What follows belongs to an exercise in optimizing a design on an open flow for small area; a production flow would make more cautious choices.
RTL that was checked went through simulation tests only; none was proved equivalent to the original.
The clock input has no modelled driver; a real chip could not lean on it and would need a root buffer or a full tree.
Power figures rest on the tool's default switching activity, not on a simulated workload.

== old ==
## checkers_top
module checkers_top (
    input             clk,
    input             rst_n,
    input             draw_n,
    input             submit_n,
    input      [3:0]  sw,
    output     [6:0]  hex0,
    output     [6:0]  hex1,
    output     [6:0]  hex2,
    output     [6:0]  hex3,
    output     [9:0]  ledr,
    output     [14:0] fb_addr,
    output     [23:0] fb_data,
    output            fb_we
);
reg turn;         
assign hex0 = {1'b1, turn, turn, turn, 2'b00, turn};
assign hex1 = 7'b1000000;
assign hex2 = 7'b1000000;
assign hex3 = 7'b1111111;
reg F;
reg [4:0] cl;
reg [12:0] ch;
reg [2:0] y2h;
wire pressed = !submit_n;
wire [3:0] x1 = ch[3:0];
wire [3:0] y1 = ch[7:4];
wire [3:0] x2 = ch[11:8];
wire [3:0] y2 = {y2h, ch[12]};
reg s_e, s_m, s_k, t_e;
wire [2:0] sr = y1[2:0] + {2'b00, x1[3]};
wire [4:0] sb = {sr, x1[2:1]};
wire sdark = x1[0] ^ sr[0];
wire [2:0] tr = y2[2:0] + {2'b00, x2[3]};
wire [4:0] tb = {tr, x2[2:1]};
wire tdark = x2[0] ^ tr[0];
wire ok1 = sdark & ~s_e & tdark & t_e;
wire mine = s_m;
wire [4:0] dx = {1'b0, x1} - {1'b0, x2};
wire [4:0] dy = {1'b0, y1} - {1'b0, y2};
wire d1 = ((dx == 5'd1) | (dx == 5'd31)) & ((dy == 5'd1) | (dy == 5'd31));
wire d2 = ((dx == 5'd2) | (dx == 5'd30)) & ((dy == 5'd2) | (dy == 5'd30));
wire [3:0] xm = dx[4] ? x1 + 4'd1 : x1 - 4'd1;
wire [3:0] ym = dy[4] ? y1 + 4'd1 : y1 - 4'd1;
wire [2:0] mr = ym[2:0] + {2'b00, xm[3]};
wire [4:0] mb = {mr, xm[2:1]};
wire mdark = xm[0] ^ mr[0];
wire mclr = d2 & mdark;
wire king = (tr == 3'd0) | ((tr == 3'd7) & (x2[2:0] != 3'd0));
wire valid = ok1 & mine & (d1 | d2);
wire P = turn;     
wire K = s_k | king;
wire c_sel = (cl >= 5'd2) & (cl <= 5'd10);
wire c_end = F & (&{ch[12], ch[9], ch[6], ch[4], cl[3], cl[1], cl[0]});   
wire upd = !F & (cl == 5'd23);
  ...
clock: 10.0 ns
lec_check: 0
cap_margin: 20
core_margin: 2
core_utilization: 40
place_density: 0.6
slew_margin: 20
standard.sh (not shown) runs the stock make flow with config.mk's settings and CLKGATE_MAP_FILE= SYNTH_SCRIPT=/design/flow/synth_recipe.tcl, a recipe that flattens the netlist after the stock synthesis.
==> flow/flow/run.sh <==
#!/bin/bash
# Own layout flow: the standard layout (standard.sh) with these changes.
#  - Synthesis is the standard flow's (synth_recipe.tcl, unchanged) except that ABC maps the
#    logic with an area-oriented script (flow/abc_area.script) instead of
#    ORFS's, which buffers and upsizes for speed; registers are untouched.
#    Adders are left to ABC too (no ORFS adder cells), which maps them smaller.
#  - The port buffers that global placement adds are sky130_fd_sc_hd__buf_1.
#  - The clock tree is flow/manual_cts.tcl's: one root buffer and ten
#    leaf buffers, each for a tenth of the flip-flops (TritonCTS builds
#    seventeen buffers for this many flip-flops).
#  - Constant outputs keep synthesis's single tie cell for each value
#    instead of one tie cell per output.
# Each tool's full output stays in orfs/logs/; make's output goes to flow.log.
set -euo pipefail
W=$(pwd)
cat > "$W/area_synth.tcl" <<TCL
proc abc {args} {
  set i [lsearch -exact \$args -script]
  if {\$i >= 0} { lset args [expr {\$i + 1}] $W/flow/abc_area.script }
  yosys abc {*}\$args
}
source $W/synth_recipe.tcl
TCL
bash "$W/standard.sh" "SYNTH_SCRIPT=$W/area_synth.tcl" "ADDER_MAP_FILE=" "SKIP_REPAIR_TIE_FANOUT=1" \
  "BUFFER_PORTS_ARGS=-buffer_cell sky130_fd_sc_hd__buf_1" \
  "PRE_CTS_TCL=$W/flow/manual_cts.tcl" finish > "$W/flow.log" 2>&1
Other scripts of this flow, unchanged in this note and not shown: flow/flow/abc_area.script, flow/flow/manual_cts.tcl
Input changes introduced in new (baseline for comparison: old):
diff --git a/flow/design.v b/flow/design.v
--- a/flow/design.v
+++ b/flow/design.v
@@ -42,25 +42,25 @@
 wire d2 = ((dx == 5'd2) | (dx == 5'd30)) & ((dy == 5'd2) | (dy == 5'd30));
 wire [3:0] xm = dx[4] ? x1 + 4'd1 : x1 - 4'd1;
 wire [3:0] ym = dy[4] ? y1 + 4'd1 : y1 - 4'd1;
 wire [2:0] mr = ym[2:0] + {2'b00, xm[3]};
 wire [4:0] mb = {mr, xm[2:1]};
 wire mdark = xm[0] ^ mr[0];
 wire mclr = d2 & mdark;
 wire king = (tr == 3'd0) | ((tr == 3'd7) & (x2[2:0] != 3'd0));
 wire valid = ok1 & mine & (d1 | d2);
 wire P = turn;     
 wire K = s_k | king;
 wire c_sel = (cl >= 5'd2) & (cl <= 5'd10);
-wire c_end = F & (&{ch[12], ch[9], ch[6], ch[4], cl[3], cl[1], cl[0]});   
+wire c_end = F & (ch == 13'd1970) & cl[3] & cl[1] & cl[0];       
 wire upd = !F & (cl == 5'd23);
 wire win = !F & cl[4] & cl[3];                                    
 wire pw = win & valid;
 wire up = F | (win & (|cl[2:0]));
 wire [4:0] off = !ok1 ? 5'd20 : !mine ? 5'd19 : d1 ? 5'd16 : d2 ? 5'd15 : 5'd18;
 always @(posedge clk or negedge rst_n) begin
     if (!rst_n) begin
         F <= 1'b0;
         cl <= 5'd0;
         turn <= 1'b1;
     end else begin
         if (F) begin
@@ -72,25 +72,25 @@
         end else if (cl == 5'd14)
             cl <= off;
         else if (!c_sel || (cl[0] == pressed))
             cl <= cl + 5'd1;
         if (!F && cl == 5'd31)
             F <= 1'b1;
         if (upd && valid)
             turn <= ~turn;
     end
 end
 always @(posedge clk) begin
     if (F) begin
-        if (&cl) ch <= ch + 13'd1;
+        if (&cl) ch <= {ch[11:0], ch[12] ^ ch[3] ^ ch[2] ^ ch[0]};
     end else begin
         if (cl == 5'd31) ch <= 13'd1;
         if (cl == 5'd3) ch[3:0] <= sw;
         if (cl == 5'd5) ch[7:4] <= sw;
         if (cl == 5'd7) ch[11:8] <= sw;
         if (cl == 5'd9) {y2h, ch[12]} <= sw;
     end
 end
 function [5:0] pdec;
     input [4:0] c;
     pdec = {c[4] & c[3], c[4] ? c[1] : c[3], c[4] ? c[0] : c[2],
             c[4] & c[2], c[1], c[0]};
@@ -187,29 +187,29 @@
             D_W2: ds <= D_W3;
             D_W3: ds <= D_DW;
             D_DW: ds <= D_IU;
             D_IU: ds <= D_SA;
             default: ds <= D_ST;
         endcase
         if (ds == D_SA)
             addr <= wrap ? 15'd0 : addr + 15'd1;
     end
 end
 always @(posedge clk) begin
     if (ds == D_ST || (ds == D_SA && wrap)) begin
-        s15 <= 4'd0;
+        s15 <= 4'd1;
         yc <= 3'd0;
     end else if (ds == D_SA) begin
-        s15 <= (s15 == 4'd14) ? 4'd0 : s15 + 4'd1;
-        if (s15 == 4'd14) yc <= yc + 3'd1;
+        s15 <= (s15 == 4'd8) ? 4'd1 : {s15[2:0], s15[3] ^ s15[2]};
+        if (s15 == 4'd8) yc <= yc + 3'd1;
     end
     if (ds == D_ST) colr <= K_E;
     if (ds == D_SC) colr <= cls;
 end
 always @(posedge clk) begin
     if (ds == D_CC) dat <= colr;
 end
 reg [23:0] rgb;
 always @(*) begin
     case (dat)
         K_P1: rgb = 24'h98f5f9;
         K_K1: rgb = 24'h3f97fc;
## What came out
Across new and old, the outcome is the same: a clean finish for every run. The total power number comes out lower for old vs new. Going from old to new, critical path depth shrank by a little under 10%. Post-layout utilization of the core of new is on par with old. On post-CTS clock slew at the launch and capture registers of the worst setup and hold paths, new and old are neck and neck. Detailed-route wire length on metal 1 in new is about 1.1% higher than in old. Area of combinational cells with multiple inputs: new < old. old → new: total detailed-routing wirelength went up, headroom to the max-slew limit went down, height of the chip went down. The setup slack of new is larger than that of old.
Only the layout flow was run in new; the RTL was not checked for function there. No run of this note takes its clock network from TritonCTS; it comes from the design's own scripts or RTL.

-- afterwards: timing with drivers on the ports --
The flow's constraints put no driver on any port. The routed layouts listed below were extracted and timed again, unchanged, in two steps. Step 1 sets driving cells, clkbuf_16 on the clock port and buf_2 on the other inputs (assumed; they add their load-dependent delay and slew). Step 2 moves the port delays by t, midway between the first and last clock arrival at a register: inputs arrive t later, outputs are due t later. That takes back most of the time a late clock gives input paths. a / b / c = no drivers / after step 1 / after step 2; a / b = the first two.
run	t (ns)	setup slack, ns	worst setup path after step 2
old	0.463	3.668 / 3.668 / 3.668	register to register
new	0.453	3.862 / 3.862 / 3.862	register to register
After both steps every run listed still meets setup and hold.
